This design comes from an exercise in tuning for small area on the open sky130 flow, not from production work.
In this exercise RTL edits were held to simulation tests only and were not proved equivalent to the original.
The flow treats the clock pin as an ideal source, which a real chip does not have.

Setup of run 1:
==> module processing_unit, before the edit <==
module processing_unit(
    input clock,
    input reset,
    input start,
    output input_req,
    input [(6 - 1) : 0] input_val,
    input input_ready,
    input [(2 * 2 * 6 - 1) : 0] weight_vals,
    output [(6 - 1) : 0] output_val,
    output output_valid,
    output done
);
    localparam  WAIT_FOR_START = 3'd0,
                RESET_SIGNALS = 3'd1,
                WAIT_FOR_INPUT = 3'd2,
                INIT_SIGNALS = 3'd3,
                WAIT_FOR_ZERO = 3'd4,
                OUTPUT_IS_READY = 3'd5,
                INDEX_INCREMENT = 3'd6,
                DONE_FLAG = 3'd7;
    reg [2:0] state, next_state;
    reg [5:0] sc_count;
    reg [1:0] width_index, height_index;
    wire s_frame = (state == RESET_SIGNALS);
    wire run     = (state == WAIT_FOR_ZERO);
    wire s_inc   = (state == INDEX_INCREMENT);
    wire last    = (sc_count == 6'd63);
    assign input_req = (state == WAIT_FOR_INPUT);
    assign done = (state == DONE_FLAG);
    assign output_valid = (state == OUTPUT_IS_READY) && (width_index != 2'd0) && (height_index != 2'd0);
    always @(*) begin
        case (state)
            WAIT_FOR_START:  next_state = start ? RESET_SIGNALS : WAIT_FOR_START;
            RESET_SIGNALS:   next_state = WAIT_FOR_INPUT;
            WAIT_FOR_INPUT:  next_state = input_ready ? INIT_SIGNALS : WAIT_FOR_INPUT;
            INIT_SIGNALS:    next_state = WAIT_FOR_ZERO;
            WAIT_FOR_ZERO:   next_state = last ? OUTPUT_IS_READY : WAIT_FOR_ZERO;
            OUTPUT_IS_READY: next_state = INDEX_INCREMENT;
            INDEX_INCREMENT: next_state = ((width_index == 2'd3) && (height_index == 2'd3)) ? DONE_FLAG : WAIT_FOR_INPUT;
            default:         next_state = WAIT_FOR_START;
        endcase
    end
    always @(posedge clock) begin
        if (reset)
            state <= WAIT_FOR_START;
        else
            state <= next_state;
    end
    always @(posedge clock) begin
        sc_count <= {6{run}} & (sc_count ^ {&sc_count[4:0], &sc_count[3:0], &sc_count[2:0],
                                            &sc_count[1:0], sc_count[0], 1'b1});
    end
    always @(posedge clock) begin
        if (s_frame)
            {height_index, width_index} <= 4'd0;
        else begin
            width_index[0] <= width_index[0] ^ s_inc;
            width_index[1] <= width_index[1] ^ (s_inc & width_index[0]);
            height_index[0] <= height_index[0] ^ (s_inc & (&width_index));
            height_index[1] <= height_index[1] ^ (s_inc & (&width_index) & height_index[0]);
        end
    end
    function automatic ge6(input [5:0] a, input [5:0] b);
        integer k;
        begin
            ge6 = 1'b1;
            for (k = 0; k < 6; k = k + 1)
                ge6 = (a[k] ^ b[k]) ? a[k] : ge6;
        end
    endfunction
    wire half_cnt = sc_count[0];
    reg [6:1] gn;
    wire [6:1] g = ~gn;
    always @(posedge clock) begin
        if (reset)
            gn <= ~6'd10;
        else if (run)
            gn <= ~{g[5:1], g[6] ~^ g[5]};
    end
    reg [7:1] qn;
    wire [7:1] q = ~qn;
    wire q_en = run && !((width_index == 2'd3) && last);
    always @(posedge clock) begin
        if (s_frame)
            qn[6:1] <= ~6'd25;
        else if (q_en)
            qn[6:1] <= ~{q[5:1], q[6] ~^ q[5]};
        if (q_en)
            qn[7] <= ~q[6];
    end
    wire [5:0] l3 = q[6:1];
    wire [5:0] l4 = q[7:2];
    wire h3 = (6'd32 >= l3);
    wire h4 = (6'd32 >= l4);
    wire in_x = ge6(input_val, g);
    wire mx10 = ge6(weight_vals[12 +: 6], l3) ~^ in_x;
    wire mx11 = ge6(weight_vals[18 +: 6], l4) ~^ in_x;
    wire ry00 = (width_index == 2'd2) ? height_index[1] : h3;
    reg ry01, x10, y10, x11, y11;
    always @(posedge clock) begin
        if (s_frame) begin
            {ry01, x11, y11} <= 3'd0;
        end else if (run && (height_index != 2'd0)) begin
            if (width_index != 2'd3) begin
                ry01 <= ry00 ~^ h3;
                x10 <= mx10 ~^ ry01;
                y10 <= ry01 ~^ h3;
            end
            if (width_index != 2'd0) begin
                x11 <= half_cnt ? (mx11 ~^ y10) : x10;
                y11 <= y10 ~^ h4;
            end
        end
    end
    reg [5:0] ne;
    wire sc_est = ge6(~g, ne);
    wire est_max = (ne == 6'd0);
    wire est_min = (ne == 6'd63);
    wire up = (~est_max) & (x11 | est_min);
    wire cnt_en = x11 ^ (y11 ~^ sc_est);
    reg [6:0] ne_t;
    integer k;
    always @(*) begin
        ne_t[0] = run & cnt_en;
        for (k = 0; k < 6; k = k + 1)
            ne_t[k + 1] = ne_t[k] & (ne[k] ^ up);
    end
    always @(posedge clock) begin
        if (reset)
            ne <= 6'd63;
        else
            ne <= ne ^ ne_t[5:0];
    end
    assign output_val = ne;
endmodule
==> flow/config.mk <==
export PLATFORM = sky130hd
export DESIGN_NAME = processing_unit
export DESIGN_NICKNAME = processing_unit
export VERILOG_FILES = /design/flow/design.v
export SDC_FILE = /design/flow/constraint.sdc
export NUM_CORES = 4
export LEC_CHECK = 0
export CAP_MARGIN = 20
export CORE_AREA = 2.3 2.72 59.8 59.84
export DIE_AREA = 0 0 62 62
export SLEW_MARGIN = 20
==> flow/constraint.sdc <==
create_clock -name core_clock -period 6.0 [get_ports {clock}]
set_input_delay 1.2000 -clock core_clock [delete_from_list [all_inputs] [get_ports {clock}]]
set_output_delay 1.2000 -clock core_clock [all_outputs]
set_load 0.01 [all_outputs]
standard.sh (not shown) runs the stock make flow with config.mk's settings and CLKGATE_MAP_FILE= SYNTH_SCRIPT=/design/flow/synth_recipe.tcl, a recipe that flattens the netlist after the stock synthesis.
==> flow/flow/run.sh <==
#!/bin/bash
# The standard layout (standard.sh), with these changes:
# - synthesis is the standard one (synth_recipe.tcl and ORFS's synth.tcl) with
#   only the combinational mapping changed: no full/half-adder extraction
#   (ADDER_MAP_FILE empty) and an area-oriented ABC script. The synthesis is
#   tried with each script in flow/abc/ and the one giving the smallest cell
#   area is used. Registers are mapped before ABC runs, so they are the
#   standard ones;
# - port buffers are plain buf_1 cells;
# - the clock tree is CLKBUF_COUNT clock buffers built by
#   flow/cts_one_buffer.tcl in place of ORFS's CTS step.
# Each tool's output goes to a log file of its own in this folder.
set -euo pipefail
W=$PWD
export BUFFER_PORTS_ARGS="-buffer_cell sky130_fd_sc_hd__buf_1"

sed -e 's#log_cmd abc {\*}\$abc_args#set abc_args [lreplace $abc_args 1 1 $::env(AREA_ABC_SCRIPT)]\n  log_cmd abc {*}$abc_args#' \
  $FLOW_HOME/scripts/synth.tcl > $W/synth_area.tcl
grep -q AREA_ABC_SCRIPT $W/synth_area.tcl
sed -e "s#source \$::env(SCRIPTS_DIR)/synth.tcl#source $W/synth_area.tcl#" synth_recipe.tcl > $W/synth_recipe_area.tcl
grep -q synth_area.tcl $W/synth_recipe_area.tcl

# synth_area.sh WORK_HOME: standard.sh's make command with our synthesis script
make_synth() {
  sed -e "s#SYNTH_SCRIPT=[^ ]*#SYNTH_SCRIPT=$W/synth_recipe_area.tcl ADDER_MAP_FILE=#" \
      -e "s#WORK_HOME=[^ ]*#WORK_HOME=$1#" standard.sh > $2
  grep -q synth_recipe_area.tcl $2
}

best=""; best_area=""
for a in $W/flow/abc/*.abc; do
  n=$(basename $a .abc)
  make_synth $W/try_$n $W/try_$n.sh
  AREA_ABC_SCRIPT=$a bash $W/try_$n.sh synth > try_$n.log 2>&1 || continue
  area=$(grep "Chip area" $W/try_$n/reports/${FLOW_PLATFORM}/processing_unit/base/synth_stat.txt | awk '{print $NF}')
  echo "$n $area" >> synth_tries.log
  if [[ -z "$best" ]] || awk -v a="$area" -v b="$best_area" 'BEGIN{exit !(a < b)}'; then
    best=$a; best_area=$area
  fi
done
echo "chosen: $best $best_area" >> synth_tries.log
rm -rf $W/try_*/objects $W/try_*/results
make_synth $W/orfs $W/synth_area.sh
AREA_ABC_SCRIPT=$best bash $W/synth_area.sh synth > synth_area.log 2>&1

bash standard.sh place > standard_place.log 2>&1
R=orfs/results/${FLOW_PLATFORM}/processing_unit/base
export RESULTS_DIR=$W/$R
export CLKBUF_CELL=${CLKBUF_CELL:-sky130_fd_sc_hd__clkbuf_8}
export CLKBUF_COUNT=${CLKBUF_COUNT:-2}
openroad -no_init -exit flow/cts_one_buffer.tcl > cts_one_buffer.log 2>&1
cp $R/4_1_cts.odb $R/4_cts.odb
touch $R/4_cts.sdc
bash standard.sh finish > standard_finish.log 2>&1
Other scripts of this flow, unchanged in this note and not shown: flow/flow/abc/s12.abc, flow/flow/abc/s18.abc, flow/flow/abc/s21.abc, flow/flow/abc/s22.abc, flow/flow/abc/s23.abc, flow/flow/abc/s24.abc, flow/flow/abc/s7.abc, flow/flow/abc/s9.abc, flow/flow/cts_one_buffer.tcl
Run 1 reached the final stage; the timing, design-rule and antenna checks on its layout passed.
Edits applied to the flow inputs when going from run 1 to run 2:
==> flow/design.v <==
module processing_unit(
    input clock,
    input reset,
    input start,
    output input_req,
    input [(6 - 1) : 0] input_val,
    input input_ready,
    input [(2 * 2 * 6 - 1) : 0] weight_vals,
    output [(6 - 1) : 0] output_val,
    output output_valid,
    output done
);
    localparam  WAIT_FOR_START = 3'd0,
                RESET_SIGNALS = 3'd1,
                WAIT_FOR_INPUT = 3'd2,
                INIT_SIGNALS = 3'd3,
                WAIT_FOR_ZERO = 3'd4,
                OUTPUT_IS_READY = 3'd5,
                INDEX_INCREMENT = 3'd6,
                DONE_FLAG = 3'd7;
    reg [2:0] state, next_state;
    reg [5:0] sc_count;
    reg [1:0] width_index, height_index;
    wire s_frame = (state == RESET_SIGNALS);
    wire run     = (state == WAIT_FOR_ZERO);
    wire s_inc   = (state == INDEX_INCREMENT);
    wire last    = (sc_count == 6'd63);
    assign input_req = (state == WAIT_FOR_INPUT);
    assign done = (state == DONE_FLAG);
    assign output_valid = (state == OUTPUT_IS_READY) && (width_index != 2'd0) && (height_index != 2'd0);
    always @(*) begin
        case (state)
            WAIT_FOR_START:  next_state = start ? RESET_SIGNALS : WAIT_FOR_START;
            RESET_SIGNALS:   next_state = WAIT_FOR_INPUT;
            WAIT_FOR_INPUT:  next_state = input_ready ? INIT_SIGNALS : WAIT_FOR_INPUT;
            INIT_SIGNALS:    next_state = WAIT_FOR_ZERO;
            WAIT_FOR_ZERO:   next_state = last ? OUTPUT_IS_READY : WAIT_FOR_ZERO;
            OUTPUT_IS_READY: next_state = INDEX_INCREMENT;
            INDEX_INCREMENT: next_state = ((width_index == 2'd3) && (height_index == 2'd3)) ? DONE_FLAG : WAIT_FOR_INPUT;
            default:         next_state = WAIT_FOR_START;
        endcase
    end
    always @(posedge clock) begin
        if (reset)
            state <= WAIT_FOR_START;
        else
            state <= next_state;
    end
    always @(posedge clock) begin
        sc_count <= {6{run}} & (sc_count ^ {&sc_count[4:0], &sc_count[3:0], &sc_count[2:0],
                                            &sc_count[1:0], sc_count[0], 1'b1});
    end
    always @(posedge clock) begin
        if (s_frame)
            {height_index, width_index} <= 4'd0;
        else begin
            width_index[0] <= width_index[0] ^ s_inc;
            width_index[1] <= width_index[1] ^ (s_inc & width_index[0]);
            height_index[0] <= height_index[0] ^ (s_inc & (&width_index));
            height_index[1] <= height_index[1] ^ (s_inc & (&width_index) & height_index[0]);
        end
    end
    function automatic ge6(input [5:0] a, input [5:0] b);
        integer k;
        begin
            ge6 = 1'b1;
            for (k = 0; k < 6; k = k + 1)
                ge6 = (a[k] ^ b[k]) ? a[k] : ge6;
        end
    endfunction
    wire half_cnt = sc_count[0];
    reg [6:1] gn;
    wire [6:1] g = ~gn;
    always @(posedge clock) begin
        if (reset)
            gn <= ~6'd10;
        else if (run)
            gn <= ~{g[5:1], g[6] ~^ g[5]};
    end
    reg [6:1] qn;
    wire [6:1] q = ~qn;
    wire q_en = run && !((width_index == 2'd3) && last);
    always @(posedge clock) begin
        if (s_frame)
            qn <= ~6'd12;
        else if (q_en)
            qn <= ~{q[5:1], q[6] ~^ q[5]};
    end
    wire [5:0] l4 = q[6:1];
    wire [5:0] l3 = {q[5:1], q[6] ~^ q[5]};
    wire h3 = (6'd32 >= l3);
    wire h4 = (6'd32 >= l4);
    wire in_x = ge6(input_val, g);
    wire mx10 = ge6(weight_vals[12 +: 6], l3) ~^ in_x;
    wire mx11 = ge6(weight_vals[18 +: 6], l4) ~^ in_x;
    wire t0 = (sc_count == 6'd0);
    wire ry01 = (width_index == 2'd2) ? (t0 | (height_index[1] ~^ h4))
                                      : !((width_index == 2'd0) && t0);
    reg x10, y10, x11, y11;
    always @(posedge clock) begin
        if (s_frame) begin
            {x11, y11} <= 2'd0;
        end else if (run && (height_index != 2'd0)) begin
            if (width_index != 2'd3) begin
                x10 <= mx10 ~^ ry01;
                y10 <= ry01 ~^ h3;
            end
            if (width_index != 2'd0) begin
                x11 <= half_cnt ? (mx11 ~^ y10) : x10;
                y11 <= y10 ~^ h4;
            end
        end
    end
    reg [5:0] ne;
    wire sc_est = ge6(~g, ne);
    wire cnt_en = x11 ^ (y11 ~^ sc_est);
    wire en = run & cnt_en;
    wire [5:0] a = ne ^ {6{x11}};
    wire wrap = &a;
    wire [5:0] flip;
    assign flip[0] = en;
    genvar k;
    for (k = 1; k < 6; k = k + 1) begin : flips
        assign flip[k] = en & (&a[k-1:0]) & ~wrap;
    end
    always @(posedge clock) begin
        if (reset)
            ne <= 6'd63;
        else
            ne <= ne ^ flip;
    end
    assign output_val = ne;
endmodule
--- outcome ---
- Pin count of the biggest net entering global routing: run 2 vs run 1 down 1
- There was hardly any difference in setup skew after layout between run 1 and run 2.
- Run 2 vs run 1 — final wirelength climbed by a few percent
- Run 2 vs run 1, termination of the worst setup path: ne[3]$_SDFF_PP1_ vs ne[5]$_SDFF_PP1_
- Detailed-routed wire length on met2: run 2 and run 1 compared, lower one is run 1
- The final layout from run 2, which completed every stage, passed the timing, design-rule and antenna checks at the end of the flow.
- Fraction of area in registers | run 2 below run 1

-- what the ideal ports hide --
In the flow no input, the clock included, has a driving cell. The finished layouts below were timed again as built, in two steps. Step 1 sets driving cells, clkbuf_16 on the clock port and buf_2 on the other inputs (assumed; they add their load-dependent delay and slew). Step 2, shift: input delay + t, output delay - t, t = (earliest + latest rising clock arrival at the registers) / 2. This alone moves slack from input paths to output paths. Slacks: no drivers / after step 1 / after step 2; pairs: no drivers / after step 1.
| run | shift t [ns] | setup WS [ns] | slew at the worst register clock pin (ns) |
|---|---|---|---|
| run 1 | 0.202 | 2.348 / 2.348 / 2.348 | 0.11 / 0.11 |
| run 2 | 0.191 | 3.428 / 3.428 / 3.277 | 0.11 / 0.11 |
After both steps setup and hold are still met in every run listed. The setup slack of run 2, which loses most, moves by 0.000 ns with the drivers and by -0.151 ns with both steps.
